What follows belongs to an exercise in optimizing a design on an open flow for small area; a production flow would make more cautious choices.
Function was checked by simulation only, so behaviour that the tests miss may differ from the original.
The clock port is modelled as an ideal driver; clocking choices that lean on that would not hold on a real chip.
Power and IR drop assume default switching activity.

==> trial 95: inputs <==
==> flow/design.v <==
`timescale 1ns / 1ps
module clk_divider(
	input clk_in,
	input rst,
	output tick,
	output reg [2:0] digit,
	output [2:0] digit_nx,
	output first
    );
reg [3:0] p;
reg [3:0] t;
wire p9 = p[3] & p[0];
wire t9 = t[3] & t[0];
wire c99 = p9 & t9;
assign tick = ~p[2] & p[1] & p[0];
assign first = p[3] & p[2];
wire [3:0] p_inc = {p[3] ^ (p[2] & p[1] & p[0]), p[2] ^ (p[1] & p[0]), p[1] ^ p[0], ~p[0]};
wire [3:0] t_inc = {t[3] ^ (t[2] & t[1] & t[0]), t[2] ^ (t[1] & t[0]), t[1] ^ t[0], ~t[0]};
assign digit_nx = c99 ? {digit[2] ^ (digit[1] & digit[0]), digit[1] ^ digit[0], ~digit[0]} : digit;
always @(posedge clk_in) begin
	if (rst) begin
		p <= 4'd15;
		t <= 4'd9;
		digit <= 3'd7;
	end
	else begin
		p <= p9 ? 4'd0 : p_inc;
		if (p9) t <= t9 ? 4'd0 : t_inc;
		digit <= digit_nx;
	end
end
endmodule
`timescale 1ns / 1ps
module debouncer(
	input 		clk,
	input 		rst,
	input 		ce,
	input 		noisy_in,  
	output 		clean_out  
    );
reg noisy_in_reg;
reg clean_out_tmp1;
reg clean_out_tmp2;
reg clean_out_tmp3;
assign clean_out = clean_out_tmp2 & ~clean_out_tmp3;
always @(posedge clk) begin
	if (rst) begin
		noisy_in_reg <= 0;
		clean_out_tmp1 <= 0;
		clean_out_tmp2 <= 0;
		clean_out_tmp3 <= 0;
	end
	else if (ce) begin
		noisy_in_reg <= noisy_in;
		clean_out_tmp1 <= noisy_in_reg;
		clean_out_tmp2 <= clean_out_tmp1;
		clean_out_tmp3 <= clean_out_tmp2;
	end
end
endmodule
`timescale 1ns / 1ps
module hockey(
    input clk,
    input rst,
    input ce,
    input BTNA,
    input BTNB,
    input [1:0] DIRA,
    input [1:0] DIRB,
    input [2:0] YA,
    input [2:0] YB,
    output LEDA,
    output LEDB,
    output [4:0] LEDX,
    input [2:0] digit_nx,     
    output reg [3:0] sym_nx   
    );
    localparam [6:0] CNT0 = 7'd13;
    reg e, s, p1, p0;
    reg [6:0] cnt;
    reg [2:0] X;
    reg [2:0] Y;
    reg [1:0] dirY;
    reg [1:0] a_score;
    reg [1:0] b_score;
    wire done  = cnt[6] & cnt[5] & cnt[4] & cnt[0];
    wire blink = cnt[6];
    wire is_idle = e & ~p1;
    wire is_end  = e & p1;
    wire hit  = ~e & ~p1 & ~p0;
    wire resp = ~p1 & p0;
    wire send = p1 & p0;
    wire goal = ~e & p1 & ~p0;
    wire sc   = p1 & ~p0;                  
    wire mov  = p0;                        
    wire btn = s ? BTNA : BTNB;
    wire [2:0] yin = s ? YA : YB;
    wire [1:0] din = s ? DIRA : DIRB;
    wire score3 = s ? (a_score[1] & a_score[0]) : (b_score[1] & b_score[0]);
    wire serve = btn & ~(yin[2] & (yin[1] | yin[0]));
    wire ret   = btn & (Y == yin);
    wire last  = s ? ~X[2] & ~X[1] : X[1] & X[0];
    wire step  = send & done | resp & ~done & ret;
    wire [1:0] d = resp ? din : dirY;
    wire y0 = ~Y[2] & ~Y[1] & ~Y[0];
    wire [2:0] my = (d == 2'b10) ? (y0 ? 3'd1 : {1'b0, ~(Y[1] ^ Y[0]), ~Y[0]}) :
                    (d == 2'b01) ? (Y[2] ? 3'd3 : {Y[1] & Y[0], Y[1] ^ Y[0], ~Y[0]}) : Y;
    wire [1:0] md = (d == 2'b10) ? (y0 ? 2'b01 : 2'b10) :
                    (d == 2'b01) ? ((Y[2] & ~(resp & ~s)) ? 2'b10 : 2'b01) : d;
    wire up = s ? resp | (dirY == 2'b11) : send;
    wire [2:0] mx = up ? {X[2] ^ (X[1] & X[0]), X[1] ^ X[0], ~X[0] & (X[2] | X[1] | ~s | resp)}
                       : {X[2] & (X[1] | X[0]), ~(X[1] ^ X[0]), ~X[0]};
    wire flip = hit & serve | resp & (done | ret) | goal & done;
    always @(posedge clk) begin
        if (rst) begin
            e <= 1'b1; s <= 1'b1; p1 <= 1'b0; p0 <= 1'b0;
            cnt <= CNT0;
            X <= 0;
            Y <= 0;
            dirY <= 0;
            a_score <= 0;
            b_score <= 0;
        end
        else if (ce) begin
            e  <= is_idle & ~(BTNA ^ BTNB) | goal & done & score3 | is_end;
            s  <= is_idle ? ~BTNA | BTNB : s ^ flip;
            p1 <= is_idle ? BTNA ^ BTNB :
                  hit ? serve :
                  send ? ~(done & last) :
                  resp ? done | ret :
                  goal ? ~done | score3 : 1'b1;
            p0 <= hit ? serve : send ? 1'b1 : resp ? ~done : 1'b0;
            cnt <= (~p1 & ~p0 | done | resp & ret) ? CNT0 : cnt + 7'd1;
            if (~p0) begin
                X <= s ? 3'd0 : 3'd4;
                Y <= yin;
                dirY <= din;
            end
            else if (step) begin
                X <= mx;
                Y <= my;
                dirY <= md;
            end
            if (resp & done) begin
                if (s) b_score <= b_score + 2'd1;
                else a_score <= a_score + 2'd1;
            end
        end
    end
    assign LEDA = ~p1 & s & ~(e & p0) | is_idle;
    assign LEDB = ~p1 & ~s & ~e | is_idle;
    assign LEDX = goal ? 5'b11111 :
                  is_end ? (blink ? 5'b01010 : 5'b10101) :
                  mov ? {X == 3'd0, X == 3'd1, X == 3'd2, X == 3'd3, X[2]} :
                  5'b00000;
    localparam [3:0] S_DASH  = 4'd5;
    localparam [3:0] S_BLANK = 4'd8;
    localparam [3:0] S_A     = 4'd9;
    localparam [3:0] S_B     = 4'd10;
    always @(*) begin
        case (digit_nx)
        3'd0: sym_nx = is_idle ? S_B : sc ? {2'b00, b_score} : S_BLANK;
        3'd1: sym_nx = (is_idle | sc) ? S_DASH : S_BLANK;
        3'd2: sym_nx = is_idle ? S_A : sc ? {2'b00, a_score} : S_BLANK;
        3'd4: sym_nx = hit ? {1'b0, yin} : mov ? {1'b0, Y} :
                       is_end ? (s ? S_B : S_A) : S_BLANK;
        default: sym_nx = S_BLANK;
        endcase
    end
endmodule
`timescale 1ns / 1ps
module ssd(
    input clk,
    input rst,
    input first,
    input [2:0] digit,
    input [3:0] sym_nx,
    output a_out,
    output b_out,
    output c_out,
    output d_out,
    output e_out,
    output f_out,
    output g_out,
    output p_out,
    output [7:0] an
    );
reg [3:0] sym;
reg [6:0] seg;
always @(posedge clk) begin
	if (rst) sym <= 4'd8;
	else sym <= sym_nx;
end
wire [2:0] n = sym[2:0];
wire dsh = n[2] & (n[1] | n[0]);
wire [6:0] dig;
assign dig[6] = (n == 3'd1) | (n == 3'd4) | dsh;            
assign dig[5] = dsh;                                       
assign dig[4] = (n == 3'd2) | dsh;                          
assign dig[3] = (n == 3'd1) | (n == 3'd4) | dsh;            
assign dig[2] = (n == 3'd1) | (n == 3'd3) | (n == 3'd4) | dsh;  
assign dig[1] = (n == 3'd1) | (n == 3'd2) | (n == 3'd3) | dsh;  
assign dig[0] = ~n[2] & ~n[1];                              
always @(*) begin
	if (~sym[3]) seg = dig;
	else if (sym[1:0] == 2'd1) seg = 7'b0001000;
	else if (sym[1:0] == 2'd2) seg = 7'b1100000;
	else seg = 7'b1111111;
end
assign {a_out, b_out, c_out, d_out, e_out, f_out, g_out} = seg;
assign p_out = 1'b1;
genvar i;
generate for (i = 0; i < 8; i = i + 1) begin : g_an
	assign an[i] = first | (digit != i);
end endgenerate
endmodule
`timescale 1ns / 1ps
module top_module(
    input clk,
    input rst,
    input BTNA,
    input BTNB,
    input [1:0] DIRA,
    input [1:0] DIRB,
    input [2:0] YA,
    input [2:0] YB,
    output LEDA,
    output LEDB,
    output [4:0] LEDX,
    output a_out,b_out,c_out,d_out,e_out,f_out,g_out,p_out,
    output [7:0]an
);
wire tick, first, btn_a, btn_b;
wire [2:0] digit, digit_nx;
wire [3:0] sym_nx;
clk_divider dividermodule (.clk_in(clk), .rst(rst), .tick(tick), .digit(digit), .digit_nx(digit_nx), .first(first));
debouncer A (clk, rst, tick, BTNA, btn_a);
debouncer B (clk, rst, tick, BTNB, btn_b);
hockey mymodule (.clk(clk), .rst(rst), .ce(tick), .BTNA(btn_a), .BTNB(btn_b),
    .DIRA(DIRA), .DIRB(DIRB), .YA(YA), .YB(YB),
    .LEDA(LEDA), .LEDB(LEDB), .LEDX(LEDX),
    .digit_nx(digit_nx), .sym_nx(sym_nx));
ssd displa_ssd (.clk(clk), .rst(rst), .first(first), .digit(digit), .sym_nx(sym_nx),
    .a_out(a_out), .b_out(b_out), .c_out(c_out), .d_out(d_out), .e_out(e_out),
    .f_out(f_out), .g_out(g_out), .p_out(p_out), .an(an));
endmodule
==> flow/flow/run.sh <==
#!/bin/bash
# Own layout flow: the standard ORFS flow with
#  - synthesis: the standard script with an area-oriented ABC mapping (flow/synth.tcl),
#  - port buffers of the smallest buffer cell (buf_1) instead of the default choice,
#  - CTS with small clock buffers and no dummy loads.
# Each tool's full output is in the ORFS logs under orfs/logs; make's own output
# goes to flow_make.log in this folder.
set -euo pipefail
W=$(pwd)
F=$W/flow
CTS_BUFS=${CTS_BUFS:-"sky130_fd_sc_hd__clkbuf_8"}
CTS_CLUSTER=${CTS_CLUSTER:-"-sink_clustering_size 25 -sink_clustering_max_diameter 100"}
bash "$W/standard.sh" \
  "SYNTH_SCRIPT=$F/synth.tcl" \
  "ADDER_MAP_FILE=" \
  "BUFFER_PORTS_ARGS=-buffer_cell sky130_fd_sc_hd__buf_1" \
  "CTS_ARGS=-sink_clustering_enable -repair_clock_nets -dont_use_dummy_load -buf_list {$CTS_BUFS} $CTS_CLUSTER" \
  finish > "$W/flow_make.log" 2>&1
==> flow/flow/area.abc <==
strash
&get -n
&deepsyn -J 300
&put
dch -f
amap
topo
==> flow/flow/synth.tcl <==
# The standard synthesis (synth_recipe.tcl), with only the combinational
# technology mapping changed: ABC runs an area-oriented script instead of
# ORFS's, and adders are left to ABC instead of being mapped to ha/fa cells.
# Registers, their names and their cell types are those of the standard run.
set own_abc_script [file join [file dirname [file normalize [info script]]] area.abc]
proc synth {args} { yosys synth -nofsm -noshare {*}$args }
proc abc {args} {
  set i [lsearch -exact $args -script]
  if { $i >= 0 } {
    set args [lreplace $args $i [expr { $i + 1 }] -script $::own_abc_script]
  }
  yosys abc {*}$args
}
source $::env(SCRIPTS_DIR)/synth.tcl
# left out here: clear keep_hierarchy, flatten, clean up, hide names made inside functions, write 1_2_yosys.v
==> flow/standard.sh <==
#!/bin/bash
# synth_recipe.tcl (not shown) runs the flow's synth.tcl, then flattens the netlist and writes it again
# the make line also repeats each setting of config.mk as NAME=value (left out here)
make -C /OpenROAD-flow-scripts/flow DESIGN_CONFIG=/design/flow/config.mk WORK_HOME=/design/flow/orfs CLKGATE_MAP_FILE= SYNTH_SCRIPT=/design/flow/synth_recipe.tcl "${@:-finish}"
==> flow/config.mk <==
export PLATFORM = sky130hd
export DESIGN_NAME = top_module
export DESIGN_NICKNAME = top_module
export VERILOG_FILES = /design/flow/design.v
export SDC_FILE = /design/flow/constraint.sdc
export NUM_CORES = 4
export LEC_CHECK = 0
export CAP_MARGIN = 20
export CORE_MARGIN = 2
export CORE_UTILIZATION = 40
export PLACE_DENSITY = 0.6
export SLEW_MARGIN = 20
==> flow/constraint.sdc <==
create_clock -name core_clock -period 5.0 [get_ports {clk}]
set_input_delay 1.0000 -clock core_clock [delete_from_list [all_inputs] [get_ports {clk}]]
set_output_delay 1.0000 -clock core_clock [all_outputs]
set_load 0.01 [all_outputs]
==> build 48 (differences from trial 95) <==
==> flow/design.v, changed modules only <==
module hockey(
    input clk,
    input rst,
    input ce,
    input BTNA,
    input BTNB,
    input [1:0] DIRA,
    input [1:0] DIRB,
    input [2:0] YA,
    input [2:0] YB,
    output LEDA,
    output LEDB,
    output [4:0] LEDX,
    input [2:0] digit_nx,     
    output reg [3:0] sym_nx   
    );
    localparam [6:0] CNT0 = 7'd13;
    reg e, s, p1, p0;
    reg [6:0] cnt;
    reg [1:0] X;
    reg [2:0] Y;
    reg [1:0] dirY;
    reg [1:0] a_score;
    reg [1:0] b_score;
    wire done  = cnt[6] & cnt[5] & cnt[4] & cnt[0];
    wire blink = cnt[6];
    wire is_idle = e & ~p1;
    wire is_end  = e & p1 & ~p0;
    wire hit  = ~e & ~p1 & ~p0;
    wire resp = ~p1 & p0;
    wire send = p1 & p0;
    wire goal = ~e & p1 & ~p0;
    wire sc   = p1 & ~p0;                  
    wire mov  = p0;                        
    wire btn = s ? BTNA : BTNB;
    wire [2:0] yin = s ? YA : YB;
    wire [1:0] din = s ? DIRA : DIRB;
    wire score3 = s ? (a_score[1] & a_score[0]) : (b_score[1] & b_score[0]);
    wire serve = btn & ~(yin[2] & (yin[1] | yin[0]));
    wire ret   = btn & (Y == yin);
    wire last  = s ? ~e & ~X[1] : X[1] & X[0];
    wire step  = send & done | resp & ~done & ret;
    wire [1:0] d = resp ? din : dirY;
    wire y0 = ~Y[2] & ~Y[1] & ~Y[0];
    wire [2:0] my = (d == 2'b10) ? (y0 ? 3'd1 : {1'b0, ~(Y[1] ^ Y[0]), ~Y[0]}) :
                    (d == 2'b01) ? (Y[2] ? 3'd3 : {Y[1] & Y[0], Y[1] ^ Y[0], ~Y[0]}) : Y;
    wire [1:0] md = (d == 2'b10) ? (y0 ? 2'b01 : 2'b10) :
                    (d == 2'b01) ? ((Y[2] & ~(resp & ~s)) ? 2'b10 : 2'b01) : d;
    wire up = ~s | (dirY == 2'b11);
    wire [2:0] mx = up ? {e ^ (X[1] & X[0]), X[1] ^ X[0], ~X[0] & (e | X[1] | ~s)}
                       : {e & (X[1] | X[0]), ~(X[1] ^ X[0]), ~X[0]};
    wire flip = hit & serve | resp & (done | ret) | goal & done;
    always @(posedge clk) begin
        if (rst) begin
            e <= 1'b1; s <= 1'b1; p1 <= 1'b0; p0 <= 1'b0;
            cnt <= CNT0;
            a_score <= 0;
            b_score <= 0;
        end
        else if (ce) begin
            e  <= is_idle & ~(BTNA ^ BTNB) | goal & done & score3 | is_end |
                  hit & serve & ~s | send & (done ? ~last & mx[2] : e);
            s  <= is_idle ? ~BTNA | BTNB : s ^ flip;
            p1 <= is_idle ? BTNA ^ BTNB :
                  hit ? serve :
                  send ? ~(done & last) :
                  resp ? done | ret :
                  goal ? ~done | score3 : 1'b1;
            p0 <= hit ? serve : send ? 1'b1 : resp ? ~done : 1'b0;
            cnt <= (~p1 & ~p0 | done | resp & ret) ? CNT0 : cnt + 7'd1;
            if (~p0) begin
                X <= 2'd0;
                Y <= yin;
                dirY <= din;
            end
            else if (step) begin
                X <= resp ? {~s, 1'b1} : mx[1:0];
                Y <= my;
                dirY <= md;
            end
            if (resp & done) begin
                if (s) b_score <= b_score + 2'd1;
                else a_score <= a_score + 2'd1;
            end
        end
    end
    assign LEDA = ~p1 & s;
    assign LEDB = ~p1 & (~s | e);
    wire [2:0] xc = {e, X};
    assign LEDX = goal ? 5'b11111 :
                  is_end ? (blink ? 5'b01010 : 5'b10101) :
                  send ? {xc == 3'd0, xc == 3'd1, xc == 3'd2, xc == 3'd3, e} :
                  resp ? {s, 3'b000, ~s} :
                  5'b00000;
    localparam [3:0] S_DASH  = 4'd5;
    localparam [3:0] S_BLANK = 4'd12;
    localparam [3:0] S_A     = 4'd10;
    localparam [3:0] S_B     = 4'd8;
    always @(*) begin
        case (digit_nx)
        3'd0: sym_nx = is_idle ? S_B : sc ? {2'b00, b_score} : S_BLANK;
        3'd1: sym_nx = (is_idle | sc) ? S_DASH : S_BLANK;
        3'd2: sym_nx = is_idle ? S_A : sc ? {2'b00, a_score} : S_BLANK;
        3'd4: sym_nx = hit ? {1'b0, yin} : mov ? {1'b0, Y} :
                       is_end ? (s ? S_B : S_A) : S_BLANK;
        default: sym_nx = S_BLANK;
        endcase
    end
endmodule
module ssd(
    input clk,
    input rst,
    input first,
    input [2:0] digit,
    input [3:0] sym_nx,
    output a_out,
    output b_out,
    output c_out,
    output d_out,
    output e_out,
    output f_out,
    output g_out,
    output p_out,
    output [7:0] an
    );
reg [3:0] sym;
wire [6:0] seg;
always @(posedge clk) begin
	if (rst) sym <= 4'd12;
	else sym <= sym_nx;
end
assign seg[6] = (sym[3] & ~sym[1]) | (sym[2]) | (~sym[1] & sym[0]);
assign seg[5] = (sym[3] & ~sym[1]) | (sym[2] & sym[1]) | (sym[2] & sym[0]);
assign seg[4] = (~sym[3] & sym[1] & ~sym[0]) | (sym[3] & sym[2]) | (sym[2] & sym[0]);
assign seg[3] = (sym[3] & sym[1]) | (sym[2]) | (~sym[1] & sym[0]);
assign seg[2] = (sym[2]) | (sym[0]);
assign seg[1] = (~sym[3] & sym[1]) | (sym[3] & sym[2]) | (sym[0]);
assign seg[0] = (~sym[3] & ~sym[2] & ~sym[1]) | (sym[3] & sym[2]);
assign {a_out, b_out, c_out, d_out, e_out, f_out, g_out} = seg;
assign p_out = 1'b1;
genvar i;
generate for (i = 0; i < 8; i = i + 1) begin : g_an
	assign an[i] = first | (digit != i);
end endgenerate
endmodule
Settings changed: CORE_UTILIZATION 40 to 60, PLACE_DENSITY 0.6 to 0.75.
==> trial 96 (differences from trial 95) <==
==> flow/design.v, changed modules only <==
module hockey(
    input clk,
    input rst,
    input ce,
    input BTNA,
    input BTNB,
    input [1:0] DIRA,
    input [1:0] DIRB,
    input [2:0] YA,
    input [2:0] YB,
    output LEDA,
    output LEDB,
    output [4:0] LEDX,
    input [2:0] digit_nx,     
    output reg [3:0] sym_nx   
    );
    localparam [6:0] CNT0 = 7'd13;
    reg e, s, p1, p0;
    reg [6:0] cnt;
    reg [1:0] X;
    reg [2:0] Y;
    reg [1:0] dirY;
    reg [1:0] a_score;
    reg [1:0] b_score;
    wire done  = cnt[6] & cnt[5] & cnt[4] & cnt[0];
    wire blink = cnt[6];
    wire is_idle = e & ~p1;
    wire is_end  = e & p1 & ~p0;
    wire hit  = ~e & ~p1 & ~p0;
    wire resp = ~p1 & p0;
    wire send = p1 & p0;
    wire goal = ~e & p1 & ~p0;
    wire sc   = p1 & ~p0;                  
    wire mov  = p0;                        
    wire btn = s ? BTNA : BTNB;
    wire [2:0] yin = s ? YA : YB;
    wire [1:0] din = s ? DIRA : DIRB;
    wire score3 = s ? (a_score[1] & a_score[0]) : (b_score[1] & b_score[0]);
    wire serve = btn & ~(yin[2] & (yin[1] | yin[0]));
    wire ret   = btn & (Y == yin);
    wire last  = s ? ~e & ~X[1] : X[1] & X[0];
    wire step  = send & done | resp & ~done & ret;
    wire [1:0] d = resp ? din : dirY;
    wire y0 = ~Y[2] & ~Y[1] & ~Y[0];
    wire [2:0] my = (d == 2'b10) ? (y0 ? 3'd1 : {1'b0, ~(Y[1] ^ Y[0]), ~Y[0]}) :
                    (d == 2'b01) ? (Y[2] ? 3'd3 : {Y[1] & Y[0], Y[1] ^ Y[0], ~Y[0]}) : Y;
    wire [1:0] md = (d == 2'b10) ? (y0 ? 2'b01 : 2'b10) :
                    (d == 2'b01) ? ((Y[2] & ~(resp & ~s)) ? 2'b10 : 2'b01) : d;
    wire up = ~s | (dirY == 2'b11);
    wire [2:0] mx = up ? {e ^ (X[1] & X[0]), X[1] ^ X[0], ~X[0] & (e | X[1] | ~s)}
                       : {e & (X[1] | X[0]), ~(X[1] ^ X[0]), ~X[0]};
    wire flip = hit & serve | resp & (done | ret) | goal & done;
    always @(posedge clk) begin
        if (rst) begin
            e <= 1'b1; s <= 1'b1; p1 <= 1'b0; p0 <= 1'b0;
            cnt <= CNT0;
            a_score <= 0;
            b_score <= 0;
        end
        else if (ce) begin
            e  <= is_idle & ~(BTNA ^ BTNB) | goal & done & score3 | is_end |
                  hit & serve & ~s | send & (done ? ~last & mx[2] : e);
            s  <= is_idle ? ~BTNA | BTNB : s ^ flip;
            p1 <= is_idle ? BTNA ^ BTNB :
                  hit ? serve :
                  send ? ~(done & last) :
                  resp ? done | ret :
                  goal ? ~done | score3 : 1'b1;
            p0 <= hit ? serve : send ? 1'b1 : resp ? ~done : 1'b0;
            cnt <= (~p1 & ~p0 | done | resp & ret) ? CNT0 : cnt + 7'd1;
            if (~p0) begin
                X <= 2'd0;
                Y <= yin;
                dirY <= din;
            end
            else if (step) begin
                X <= resp ? {~s, 1'b1} : mx[1:0];
                Y <= my;
                dirY <= md;
            end
            if (resp & done) begin
                if (s) b_score <= b_score + 2'd1;
                else a_score <= a_score + 2'd1;
            end
        end
    end
    assign LEDA = ~p1 & s;
    assign LEDB = ~p1 & (~s | e);
    wire [2:0] xc = {e, X};
    assign LEDX = goal ? 5'b11111 :
                  is_end ? (blink ? 5'b01010 : 5'b10101) :
                  send ? {xc == 3'd0, xc == 3'd1, xc == 3'd2, xc == 3'd3, e} :
                  resp ? {s, 3'b000, ~s} :
                  5'b00000;
    localparam [3:0] S_DASH  = 4'd5;
    localparam [3:0] S_BLANK = 4'd12;
    localparam [3:0] S_A     = 4'd10;
    localparam [3:0] S_B     = 4'd8;
    always @(*) begin
        case (digit_nx)
        3'd0: sym_nx = is_idle ? S_B : sc ? {2'b00, b_score} : S_BLANK;
        3'd1: sym_nx = (is_idle | sc) ? S_DASH : S_BLANK;
        3'd2: sym_nx = is_idle ? S_A : sc ? {2'b00, a_score} : S_BLANK;
        3'd4: sym_nx = hit ? {1'b0, yin} : mov ? {1'b0, Y} :
                       is_end ? (s ? S_B : S_A) : S_BLANK;
        default: sym_nx = S_BLANK;
        endcase
    end
endmodule
module ssd(
    input clk,
    input rst,
    input first,
    input [2:0] digit,
    input [3:0] sym_nx,
    output a_out,
    output b_out,
    output c_out,
    output d_out,
    output e_out,
    output f_out,
    output g_out,
    output p_out,
    output [7:0] an
    );
reg [3:0] sym;
wire [6:0] seg;
always @(posedge clk) begin
	if (rst) sym <= 4'd12;
	else sym <= sym_nx;
end
assign seg[6] = (sym[3] & ~sym[1]) | (sym[2]) | (~sym[1] & sym[0]);
assign seg[5] = (sym[3] & ~sym[1]) | (sym[2] & sym[1]) | (sym[2] & sym[0]);
assign seg[4] = (~sym[3] & sym[1] & ~sym[0]) | (sym[3] & sym[2]) | (sym[2] & sym[0]);
assign seg[3] = (sym[3] & sym[1]) | (sym[2]) | (~sym[1] & sym[0]);
assign seg[2] = (sym[2]) | (sym[0]);
assign seg[1] = (~sym[3] & sym[1]) | (sym[3] & sym[2]) | (sym[0]);
assign seg[0] = (~sym[3] & ~sym[2] & ~sym[1]) | (sym[3] & sym[2]);
assign {a_out, b_out, c_out, d_out, e_out, f_out, g_out} = seg;
assign p_out = 1'b1;
genvar i;
generate for (i = 0; i < 8; i = i + 1) begin : g_an
	assign an[i] = first | (digit != i);
end endgenerate
endmodule
==> flow/flow/run.sh (replaced) <==
#!/bin/bash
# Own layout flow: the standard ORFS flow with
#  - synthesis: the standard script with an area-oriented ABC mapping (flow/synth.tcl),
#  - port buffers of the smallest buffer cell (buf_1) instead of the default choice,
#  - CTS with clkbuf_4 buffers and no dummy loads; a leaf buffer that drives
#    more than 12 flip-flops is then upsized to clkbuf_8 (flow/post_cts.tcl).
# Each tool's full output is in the ORFS logs under orfs/logs; make's own output
# goes to flow_make.log in this folder.
set -euo pipefail
W=$(pwd)
F=$W/flow
CTS_BUFS="sky130_fd_sc_hd__clkbuf_4"
CTS_CLUSTER="-sink_clustering_size 25 -sink_clustering_max_diameter 100"
bash "$W/standard.sh" \
  "SYNTH_SCRIPT=$F/synth.tcl" \
  "ADDER_MAP_FILE=" \
  "BUFFER_PORTS_ARGS=-buffer_cell sky130_fd_sc_hd__buf_1" \
  "CTS_ARGS=-sink_clustering_enable -repair_clock_nets -dont_use_dummy_load -buf_list {$CTS_BUFS} $CTS_CLUSTER" \
  "POST_CTS_TCL=$F/post_cts.tcl" \
  finish > "$W/flow_make.log" 2>&1
==> flow/flow/area.abc (replaced) <==
strash
&get -n
&deepsyn -J 300 -S @SEED@
&put
dch -f
amap
topo
==> flow/flow/post_cts.tcl (new file) <==
set own_max_fanout 12
set own_changed 0
foreach inst [get_cells *] {
  set master [get_property $inst ref_name]
  if { $master != "sky130_fd_sc_hd__clkbuf_4" } { continue }
  set net [get_nets -of_objects [get_pins [get_full_name $inst]/X]]
  set fanout [expr { [llength [get_pins -of_objects $net]] - 1 }]
  if { $fanout > $own_max_fanout } {
    puts "post_cts: [get_full_name $inst] drives $fanout pins, upsizing to clkbuf_8"
    replace_cell $inst sky130_fd_sc_hd__clkbuf_8
    incr own_changed
  }
}
if { $own_changed > 0 } {
  detailed_placement
  check_placement -verbose
  estimate_parasitics -placement
}
==> flow/flow/synth.tcl (replaced) <==
# The standard synthesis (synth_recipe.tcl), with only the combinational
# technology mapping changed: ABC runs an area-oriented script (deep AIG
# synthesis, then area mapping) instead of ORFS's, once per random seed of
# the deep synthesis, and the smallest result is kept; adders are left to
# ABC instead of being mapped to ha/fa cells (run.sh sets ADDER_MAP_FILE
# empty). Registers, their names and their cell types are those of the
# standard run. Every step is deterministic.
set own_flow_dir [file dirname [file normalize [info script]]]
set own_seeds {0 1 2 3 4 5 6 7}
proc synth {args} { yosys synth -nofsm -noshare {*}$args }
proc own_area {} {
  set out [tee -q -s result.string stat {*}$::lib_args]
  if { [regexp {Chip area for module[^:]*:\s*([0-9.]+)} $out -> a] } { return $a }
  error "own_area: no chip area in stat output"
}
proc abc {args} {
  set i [lsearch -exact $args -script]
  set template [read [open [file join $::own_flow_dir area.abc]]]
  yosys design -save own_pre_abc
  set best ""
  foreach seed $::own_seeds {
    set f [file join $::env(OBJECTS_DIR) own_area_$seed.abc]
    set fh [open $f w]
    puts -nonewline $fh [string map [list @SEED@ $seed] $template]
    close $fh
    set a2 [lreplace $args $i [expr { $i + 1 }] -script $f]
    yosys design -load own_pre_abc
    yosys abc {*}$a2
    set area [own_area]
    puts "own abc: seed $seed area $area"
    if { $best == "" || $area < $best } {
      set best $area
      yosys design -save own_best_abc
    }
  }
  yosys design -load own_best_abc
  puts "own abc: kept area $best"
}
source $::env(SCRIPTS_DIR)/synth.tcl
# left out here: clear keep_hierarchy, flatten, clean up, hide names made inside functions, write 1_2_yosys.v
Settings changed: CORE_UTILIZATION 40 to 60, PLACE_DENSITY 0.6 to 0.75.
==> run notes <==
Wire length on met3: trial 96 282 um; build 48 376 um; trial 95 259 um
Internal power contribution: trial 96 0.494 mW; build 48 0.521 mW; trial 95 0.568 mW
Setup clock skew after layout: trial 96 26.5 ps; build 48 21.7 ps; trial 95 16.2 ps
Part of the total power dissipated in the clock network: trial 96 23.6%; build 48 27.9%; trial 95 23.6%
Leakage power summed over all cells: trial 96 0.841 nW; build 48 0.859 nW; trial 95 0.898 nW
Final HPWL from detailed placement: trial 96 3.76 mm; build 48 3.90 mm; trial 95 4.34 mm
Required time of the critical path: trial 96 5030 ps; build 48 4970 ps; trial 95 5200 ps
Maximum buffer depth of the clock tree: trial 96 -; build 48 2; trial 95 2
Min Hold Slack: trial 96 440 ps; build 48 438 ps; trial 95 460 ps
Mean cell area of the mapped netlist: trial 96 7.62 um^2; build 48 7.36 um^2; trial 95 7.24 um^2
End point of the critical path: trial 96 mymodule.Y[1]; build 48 mymodule.Y[2]; trial 95 mymodule.Y[1]
Worst min-delay path endpoint: trial 96 dividermodule.p[0]; build 48 dividermodule.p[0]; trial 95 mymodule.a_score[1]
Critical hold path startpoint: trial 96 dividermodule.p[0]; build 48 dividermodule.p[0]; trial 95 mymodule.a_score[1]
Flop pwr share: trial 96 58.6%; build 48 55.3%; trial 95 49.2%
Invs w/o clock: trial 96 37; build 48 50; trial 95 42
Run status: trial 96 complete, no violations; build 48 complete, no violations; trial 95 complete, no violations
Post-route worst setup slack: trial 96 1470 ps; build 48 1160 ps; trial 95 1290 ps
Multi-In Gates: trial 96 217; build 48 218; trial 95 234
Buf+Inv Stages, Crit Path: trial 96 1; build 48 2; trial 95 3
Achievable Freq: trial 96 283 MHz; build 48 260 MHz; trial 95 269 MHz
Net count reported at finish: trial 96 355; build 48 369; trial 95 378
Area enclosed by the die boundary: trial 96 4320 um^2; build 48 4370 um^2; trial 95 6470 um^2

-- what the ideal ports hide --
In the flow no input, the clock included, has a driving cell. The finished layouts below were timed again as built, in two steps.
Step 1: set_driving_cell puts a clkbuf_16 on clk and a buf_2 on each other input, an assumption about the parent block.
Step 2, shift: input delay + t, output delay - t, t = (earliest + latest rising clock arrival at the registers) / 2. This alone moves slack from input paths to output paths.
Slacks: ideal / step 1 / step 2; pairs: ideal / step 1.
| run | t, ns | setup slack, ns | worst hold slack (ns) |
|---|---|---|---|
| trial 95 | 0.319 | 1.288 / 1.288 / 1.288 | 0.460 / 0.460 / 0.460 |
| build 48 | 0.323 | 1.157 / 1.157 / 1.157 | 0.438 / 0.438 / 0.438 |
| trial 96 | 0.352 | 1.472 / 1.472 / 1.472 | 0.440 / 0.440 / 0.440 |
After both steps every run listed still meets setup and hold.
